Context: an optimization exercise on an open-source flow, tuned for small area. The choices shown serve that exercise and are no tape-out recipe.
Function was checked by simulation only, so behaviour that the tests miss may differ from the original.
The flow treats the clock pin as an ideal source, which a real chip does not have.
Power is estimated from default activity; no workload was simulated.

// counter_and_display
module counter_and_display(clk,rst,SEC_low,SEC_high,MIN_low,MIN_high,HOUR_low,HOUR_high,key0,key1,key2,key3);
Size: ~230 cells after synthesis, ~0.0017 mm² of cells after synthesis.
export LEC_CHECK = 0
export ABC_AREA = 1
export CAP_MARGIN = 20
export CORE_MARGIN = 2
export CORE_UTILIZATION = 40
export SLEW_MARGIN = 20
create_clock -name core_clock -period 10.0 [get_ports {clk}]
standard.sh (not shown) runs the stock make flow with config.mk's settings and CLKGATE_MAP_FILE= SYNTH_SCRIPT=/design/flow/synth_recipe.tcl, a recipe that flattens the netlist after the stock synthesis.
==> flow/flow/run.sh <==
#!/bin/bash
# The standard layout (standard.sh) with these changes, made through ORFS's hooks:
#  - synthesis is the standard one except that ABC maps the logic with
#    flow/abc_area.script (flow/synth_abc.tcl wraps synth_recipe.tcl);
#  - the port buffers are the smallest buffer cell (buf_1);
#  - after floorplan, logic cells are swapped for the smallest drive strength of
#    their family (flow/downsize.tcl);
#  - the clock port drives 3 clock buffers, each feeding the registers of one part
#    of the core (flow/clk_tree.tcl, run just before clock tree synthesis, which
#    then finds the clock already buffered).
# The tools' output goes to standard.log here and to ORFS's logs under orfs/.
set -o pipefail
export FLOW_STD_SYNTH=$PWD/synth_recipe.tcl
export FLOW_ABC_SCRIPT=$PWD/flow/abc_area.script
sed "s#SYNTH_SCRIPT=[^ ]*#SYNTH_SCRIPT=$PWD/flow/synth_abc.tcl#" standard.sh > standard_abc.sh
grep -q "SYNTH_SCRIPT=$PWD/flow/synth_abc.tcl" standard_abc.sh || { echo "could not set SYNTH_SCRIPT" >&2; exit 1; }
export BUFFER_PORTS_ARGS="-buffer_cell sky130_fd_sc_hd__buf_1"
export POST_FLOORPLAN_TCL=$PWD/flow/downsize.tcl
export CLK_TREE_N=3
export CLK_TREE_BUF=sky130_fd_sc_hd__clkbuf_8
export PRE_CTS_TCL=$PWD/flow/clk_tree.tcl
export CTS_ARGS="-clk_nets clk -dont_use_dummy_load -buf_list {sky130_fd_sc_hd__clkbuf_8}"
bash standard_abc.sh > standard.log 2>&1
==> flow/flow/abc_area.script <==
strash
dch -f
amap
mfs -a
strash
dch -f
amap
topo
Other scripts of this flow, unchanged in this note and not shown: flow/flow/clk_tree.tcl, flow/flow/downsize.tcl, flow/flow/synth_abc.tcl
The first run passed the timing, design-rule and antenna checks.
Next try:
==> flow/flow/abc_area.script (replaced) <==
strash
&get -n
&deepsyn -T 60
&put
dch -f
map -a
topo
dnsize -c
Die area increases by 1.2%.
Maximum frequency is about the same.
Core utilization increases by 0.22 points.
Power increases by 0.90%.
Routed wire length increases by 4.6%.
Design area increases by 1.2%.
Global-route usage increases by 0.19 points.

---

job 5249:
counter_and_display, a different RTL version from the one above (not shown whole).
Size in the first run: ~48 I/O pins, ~2200 µm² of cells after synthesis.
==> flow/config.mk <==
export PLATFORM = sky130hd
export DESIGN_NAME = counter_and_display
export DESIGN_NICKNAME = counter_and_display
export VERILOG_FILES = /design/flow/design.v
export SDC_FILE = /design/flow/constraint.sdc
export NUM_CORES = 4
export LEC_CHECK = 0
export ABC_AREA = 1
export CAP_MARGIN = 20
export CORE_MARGIN = 2
export CORE_UTILIZATION = 40
export SLEW_MARGIN = 20
==> flow/constraint.sdc <==
create_clock -name core_clock -period 10.0 [get_ports {clk}]
set_input_delay 2.0000 -clock core_clock [delete_from_list [all_inputs] [get_ports {clk}]]
set_output_delay 2.0000 -clock core_clock [all_outputs]
set_load 0.01 [all_outputs]
==> flow/flow/run.sh <==
#!/bin/bash
set -o pipefail
export BUFFER_PORTS_ARGS="-buffer_cell sky130_fd_sc_hd__buf_1"
export CTS_ARGS="-sink_clustering_enable -sink_clustering_size 40 -sink_clustering_max_diameter 500 -repair_clock_nets -dont_use_dummy_load -buf_list {sky130_fd_sc_hd__clkbuf_16}"
bash standard.sh > standard.log 2>&1
Every stage of the flow completed for job 5249, and the final layout passed the timing, design-rule and antenna checks.
[inputs] job 8370 vs job 5249
==> flow/flow/run.sh <==
#!/bin/bash
set -o pipefail
export BUFFER_PORTS_ARGS="-buffer_cell sky130_fd_sc_hd__buf_1"
export CTS_ARGS="-sink_clustering_enable -repair_clock_nets -dont_use_dummy_load -buf_list {sky130_fd_sc_hd__clkbuf_8}"
bash standard.sh > standard.log 2>&1
==> notes.md <==
On first-iteration DRC count: between job 8370 and job 5249, it ends up higher for job 8370. Between job 8370 and job 5249, the difference in worst hold slack is negligible. For slew of the pin with the lowest slew margin, job 8370 and job 5249 come out practically identical. Compared with job 5249, in job 8370 sequential share of power went up, post-layout minimum cycle time higher, total power fell 12%, area overhead of the layout relative to synthesis saw a decrease. Between job 8370 and job 5249, the worst setup slack is higher for job 5249.
diff inputs: job 8370 => job 5945
Settings: clearing ABC_AREA, which used to be 1.
==> flow/run.sh (new file) <==
#!/bin/bash
# synth_recipe.tcl (not shown) runs the flow's synth.tcl, then flattens the netlist and writes it again
# the make line also repeats each setting of config.mk as NAME=value (left out here)
make -C /OpenROAD-flow-scripts/flow DESIGN_CONFIG=/design/flow/config.mk WORK_HOME=/design/flow/orfs CLKGATE_MAP_FILE= SYNTH_SCRIPT=/design/flow/synth_recipe.tcl finish
removed: flow/flow/run.sh
removed: flow/standard.sh
### Flow results
Job 5945 vs job 8370 — routed metal-1 wirelength dropped slightly
On cell area after synthesis, job 5945 does worse than job 8370.
The worst setup slack after layout of job 5945 was inferior to that of job 8370.
Relative to job 8370, the height of the die of job 5945 is higher by 2.4%.
The startpoint of the worst setup timing path comes out h_lo[0] in one run and m_lo[0] in the other, namely in job 8370 and job 5945 respectively.
Cell count after synthesis: job 5945 vs job 8370 down about 20%

---

lagoon:
Starting RTL as in the previous note.
export LEC_CHECK = 0
export ABC_AREA = 1
export CAP_MARGIN = 20
export CORE_MARGIN = 2
export CORE_UTILIZATION = 40
export SLEW_MARGIN = 20
create_clock -name core_clock -period 10.0 [get_ports {clk}]
==> flow/flow/run.sh <==
#!/bin/bash
set -o pipefail
export BUFFER_PORTS_ARGS="-buffer_cell sky130_fd_sc_hd__buf_1"
export CTS_ARGS="-sink_clustering_enable -repair_clock_nets -dont_use_dummy_load -buf_list {sky130_fd_sc_hd__clkbuf_2 sky130_fd_sc_hd__clkbuf_4 sky130_fd_sc_hd__clkbuf_8}"
bash standard.sh > standard.log 2>&1
For tundra, these inputs were changed with respect to lagoon:
Settings: CTS_BUF_LIST now sky130_fd_sc_hd__clkbuf_4, previously not set.
==> flow/run.sh (new file) <==
#!/bin/bash
# synth_recipe.tcl (not shown) runs the flow's synth.tcl, then flattens the netlist and writes it again
# the make line also repeats each setting of config.mk as NAME=value (left out here)
make -C /OpenROAD-flow-scripts/flow DESIGN_CONFIG=/design/flow/config.mk WORK_HOME=/design/flow/orfs CLKGATE_MAP_FILE= SYNTH_SCRIPT=/design/flow/synth_recipe.tcl finish
removed: flow/flow/run.sh
removed: flow/standard.sh
## What came out
- tundra: no failed stages, no open violations at the end
- As far as total number of vias is concerned, tundra and lagoon perform about the same.
- Reported for tundra and lagoon, DRC violations left turned out identical to the last digit.
- | cell area after layout | tundra vs lagoon | about 11% higher |
- Sort tundra and lagoon by global-route usage, descending, and lagoon comes first.
- The final reports for tundra and lagoon show clock share of power lower in the former.
- Summary — met3 layer usage reported by global route, tundra relative to lagoon: lower, by 0.70 points.
- | final hold slack | tundra vs lagoon | ≈ equal |
- From lagoon to tundra the numbers moved as follows: worst setup slack after layout saw a decrease; post-synthesis to final-layout area growth saw an increase; area of the mapped netlist saw little to no change.
- Of the two candidates, lagoon has the better overall power of the completed layout and tundra the worse one.
The inputs of raven differ from those of tundra as listed below.
Settings: CTS_BUF_LIST no longer set, was sky130_fd_sc_hd__clkbuf_4.
==> flow/flow/run.sh (new file) <==
#!/bin/bash
set -o pipefail
export BUFFER_PORTS_ARGS="-buffer_cell sky130_fd_sc_hd__buf_1"
export CTS_ARGS="-sink_clustering_enable -repair_clock_nets -dont_use_dummy_load -buf_list {sky130_fd_sc_hd__clkbuf_4}"
bash standard.sh > standard.log 2>&1
==> flow/standard.sh (new file) <==
#!/bin/bash
# synth_recipe.tcl (not shown) runs the flow's synth.tcl, then flattens the netlist and writes it again
# the make line also repeats each setting of config.mk as NAME=value (left out here)
make -C /OpenROAD-flow-scripts/flow DESIGN_CONFIG=/design/flow/config.mk WORK_HOME=/design/flow/orfs CLKGATE_MAP_FILE= SYNTH_SCRIPT=/design/flow/synth_recipe.tcl "${@:-finish}"
removed: flow/run.sh
Notes after the runs:
Looking only at fill cell total of the finished layout, and setting everything else aside, the lower value of tundra and raven goes to tundra.
[compare] base=tundra new=raven: part of the total power dissipated in the clock network lost 0.7 points, final instance area lost about 11%, total routed wirelength lost 2.3%, final period demand of the worst path lost 0.38 ns.
raven vs tundra: setup slack up
Area added between synthesis and finish (lower): raven
Worst hold margin: raven higher than tundra
Fmax, tundra and raven: lower on tundra
Max total power across tundra and raven: tundra

---

Setup of build 1:
Another version of the RTL of counter_and_display (not shown whole).
Size in the first run: about 310 cells after synthesis, ~2100 um^2 of cells after synthesis.
export LEC_CHECK = 0
export ABC_AREA = 1
export CAP_MARGIN = 20
export CORE_MARGIN = 2
export CORE_UTILIZATION = 40
export SLEW_MARGIN = 20
create_clock -name core_clock -period 10.0 [get_ports {clk}]
==> flow/flow/run.sh <==
#!/bin/bash
set -o pipefail
export BUFFER_PORTS_ARGS="-buffer_cell sky130_fd_sc_hd__buf_1"
export CLK_TREE_N=4
export CLK_TREE_BUF=sky130_fd_sc_hd__clkbuf_4
export PRE_CTS_TCL=$PWD/flow/clk_tree.tcl
export CTS_ARGS="-clk_nets clk -dont_use_dummy_load -buf_list {sky130_fd_sc_hd__clkbuf_4}"
bash standard.sh > standard.log 2>&1
==> flow/flow/clk_tree.tcl <==
# Drive the register clock pins from CLK_TREE_N clock buffers (each placed at the
# centre of its group of registers), all fed from the clock port. Runs before
# clock_tree_synthesis, which then finds the clock already buffered.
set block [ord::get_db_block]
set dbu [$block getDbUnitsPerMicron]
set k $::env(CLK_TREE_N)
set pins {}
foreach pin [get_pins -of_objects [get_nets clk]] {
  if {[get_property $pin direction] ne "input"} { continue }
  set inst [[sta::sta_to_db_pin $pin] getInst]
  set bb [$inst getBBox]
  lappend pins [list $pin [expr {([$bb xMin] + [$bb xMax]) / 2.0 / $dbu}] [expr {([$bb yMin] + [$bb yMax]) / 2.0 / $dbu}]]
}
set n [llength $pins]
# k-means on the pin locations, seeded along x
set sorted [lsort -real -index 1 $pins]
set cent {}
for {set i 0} {$i < $k} {incr i} {
  set p [lindex $sorted [expr {int(($i + 0.5) * $n / $k)}]]
  lappend cent [list [lindex $p 1] [lindex $p 2]]
}
for {set iter 0} {$iter < 50} {incr iter} {
  set groups [lrepeat $k {}]
  foreach p $pins {
    set best 0; set bd 1e30
    for {set i 0} {$i < $k} {incr i} {
      set c [lindex $cent $i]
      set d [expr {pow([lindex $p 1] - [lindex $c 0], 2) + pow([lindex $p 2] - [lindex $c 1], 2)}]
      if {$d < $bd} { set bd $d; set best $i }
    }
    lset groups $best [concat [lindex $groups $best] [list $p]]
  }
  set cent {}
  foreach g $groups {
    set sx 0; set sy 0
    foreach p $g { set sx [expr {$sx + [lindex $p 1]}]; set sy [expr {$sy + [lindex $p 2]}] }
    set m [llength $g]
    if {$m == 0} { set m 1 }
    lappend cent [list [expr {$sx / $m}] [expr {$sy / $m}]]
  }
}
set i 0
foreach g $groups c $cent {
  if {[llength $g] == 0} { continue }
  set loads {}
  foreach p $g { lappend loads [lindex $p 0] }
  puts "clk_tree: buffer $i drives [llength $g] clock pins at ($c)"
  insert_buffer -buffer_cell $::env(CLK_TREE_BUF) -net clk -load_pins $loads -location $c -buffer_name clkleaf_buf$i -net_name clknet_leaf$i
  incr i
}
Setup changes, build 1 to build 13
==> flow/flow/run.sh <==
#!/bin/bash
set -o pipefail
export BUFFER_PORTS_ARGS="-buffer_cell sky130_fd_sc_hd__buf_1"
export CLK_TREE_N=2
export CLK_TREE_BUF=sky130_fd_sc_hd__clkbuf_8
export PRE_CTS_TCL=$PWD/flow/clk_tree.tcl
export CTS_ARGS="-clk_nets clk -dont_use_dummy_load -buf_list {sky130_fd_sc_hd__clkbuf_8}"
bash standard.sh > standard.log 2>&1
Results
Build 1 → build 13: post-detailed-routing wire length saw a decrease; post-route standard cell area excluding fillers saw little to no change; number of non-filler instances in the completed layout saw a decrease.
Wire length of the first global-routing pass, build 13 and build 1: lower on build 13
[compare] base=build 1 new=build 13: clock share of power now sits lower; sum of met3 wire segment lengths after detailed routing now sits lower.
Build 13 against build 1: fraction of the core area covered by cells at the end of the flow barely changed; minimum setup slack after placement was more or less identical; power essentially unchanged.
[inputs] build 52 vs build 13
-- flow/flow/run.sh --
<<< build 13, line 2
>>> build 52, line 2
# The standard layout (standard.sh: standard synthesis, floorplan, placement,
# routing) with three changes, made through ORFS's own hooks:
#  - the port buffers are the smallest buffer cell (buf_1);
#  - after floorplan, logic cells are swapped for the smallest drive strength of
#    their family (flow/downsize.tcl);
#  - the clock port drives 2 clock buffers, each feeding the registers of one half
#    of the core (flow/clk_tree.tcl, run just before clock tree synthesis, which
#    then finds the clock already buffered).
# Each tool's output goes to standard.log here and to ORFS's logs under orfs/.
<<< build 13, line 4
>>> build 52, line 13
export POST_FLOORPLAN_TCL=$PWD/flow/downsize.tcl
==> flow/flow/downsize.tcl (new file) <==
# Swap every logic cell for the smallest cell of its family (same function, other
# drive strength): synthesis upsizes gates for a speed the 10 ns clock does not need.
# Registers, buffers, tie cells and physical cells are left alone.
set block [ord::get_db_block]
set db [ord::get_db]
set area {}
foreach lib [$db getLibs] {
  foreach m [$lib getMasters] {
    set name [$m getName]
    if {[regexp {^(sky130_fd_sc_hd__[a-z0-9]+)_([0-9]+)$} $name -> fam drive]} {
      if {[llength [get_lib_cells -quiet $name]] == 0} { continue }
      if {[get_property [get_lib_cells $name] dont_use]} { continue }
      dict lappend area $fam [list $name [expr {[$m getWidth] * [$m getHeight]}]]
    }
  }
}
set n 0
foreach inst [$block getInsts] {
  set name [[$inst getMaster] getName]
  if {![regexp {^(sky130_fd_sc_hd__([a-z0-9]+))_([0-9]+)$} $name -> fam base drive]} { continue }
  if {[regexp {^(df|sdf|edf|dl|buf|clkbuf|clkdly|dlygate|dlymetal|conb|tap|fill|decap|diode|probe|lpflow|macro|bufbuf|bufinv)} $base]} { continue }
  if {![dict exists $area $fam]} { continue }
  set best [lindex [lsort -integer -index 1 [dict get $area $fam]] 0]
  set cur [expr {[[$inst getMaster] getWidth] * [[$inst getMaster] getHeight]}]
  if {[lindex $best 1] < $cur} {
    replace_cell [$inst getName] [lindex $best 0]
    incr n
  }
}
puts "downsize: $n cells swapped for a smaller drive strength"
Notes after the runs:
Changes observed in build 52 relative to build 13: share of power burned in the clock network increased by 0.2 points relative to the old numbers, layout overhead on the synthesized area went down 3.4 points.
Delta (build 52 minus build 13): routed length on met1 now smaller, internal power went down about 0.6%, reported combinational group power fell 3.9%, total placed instance area dropped 3.2%, sequential share of cell area climbed 1.1 points.
Power is lower on build 52
Final clock period utilization by the worst path: build 52 higher than build 13
Summary — switching fraction of total power, build 52 relative to build 13: lower, by 0.22 points.
Going from build 13 to build 52, power per standard cell area grew by a few percent.

[port drivers added, routing unchanged]
The results above use ideal ports. As a check the final layouts listed here were re-extracted and re-timed, cells and wires unchanged. Step 1 assumes that a clkbuf_16 drives the clock port and a buf_2 every other input. Step 2 adds t to the input delays and takes it off the output delays; t is the mean of the earliest and latest rising clock arrival at the registers after step 1. Input paths then give back, and output paths get back, about the clock's delay inside the block. Slacks: no drivers / after step 1 / after step 2; pairs: no drivers / after step 1.
run | t, ns | setup WS [ns] | cell pins on the clock port's net
the first run of note 1 | 0.178 | 6.505 / 6.464 / 6.642 | 3
the second run of note 1 | 0.188 | 6.507 / 6.459 / 6.647 | 3
job 5249 | 0.304 | 6.430 / 6.399 / 6.535 | 1
job 8370 | 0.309 | 6.426 / 6.399 / 6.534 | 1
job 5945 | 0.309 | 5.741 / 5.713 / 6.022 | 1
lagoon | 0.309 | 6.426 / 6.399 / 6.534 | 1
tundra | 0.364 | 5.977 / 5.953 / 6.109 | 1
raven | 0.359 | 6.362 / 6.338 / 6.546 | 1
build 1 | 0.211 | 6.582 / 6.532 / 6.743 | 4
build 13 | 0.200 | 6.615 / 6.579 / 6.778 | 2
build 52 | 0.198 | 6.534 / 6.500 / 6.698 | 2
After both steps every run listed still meets setup and hold.
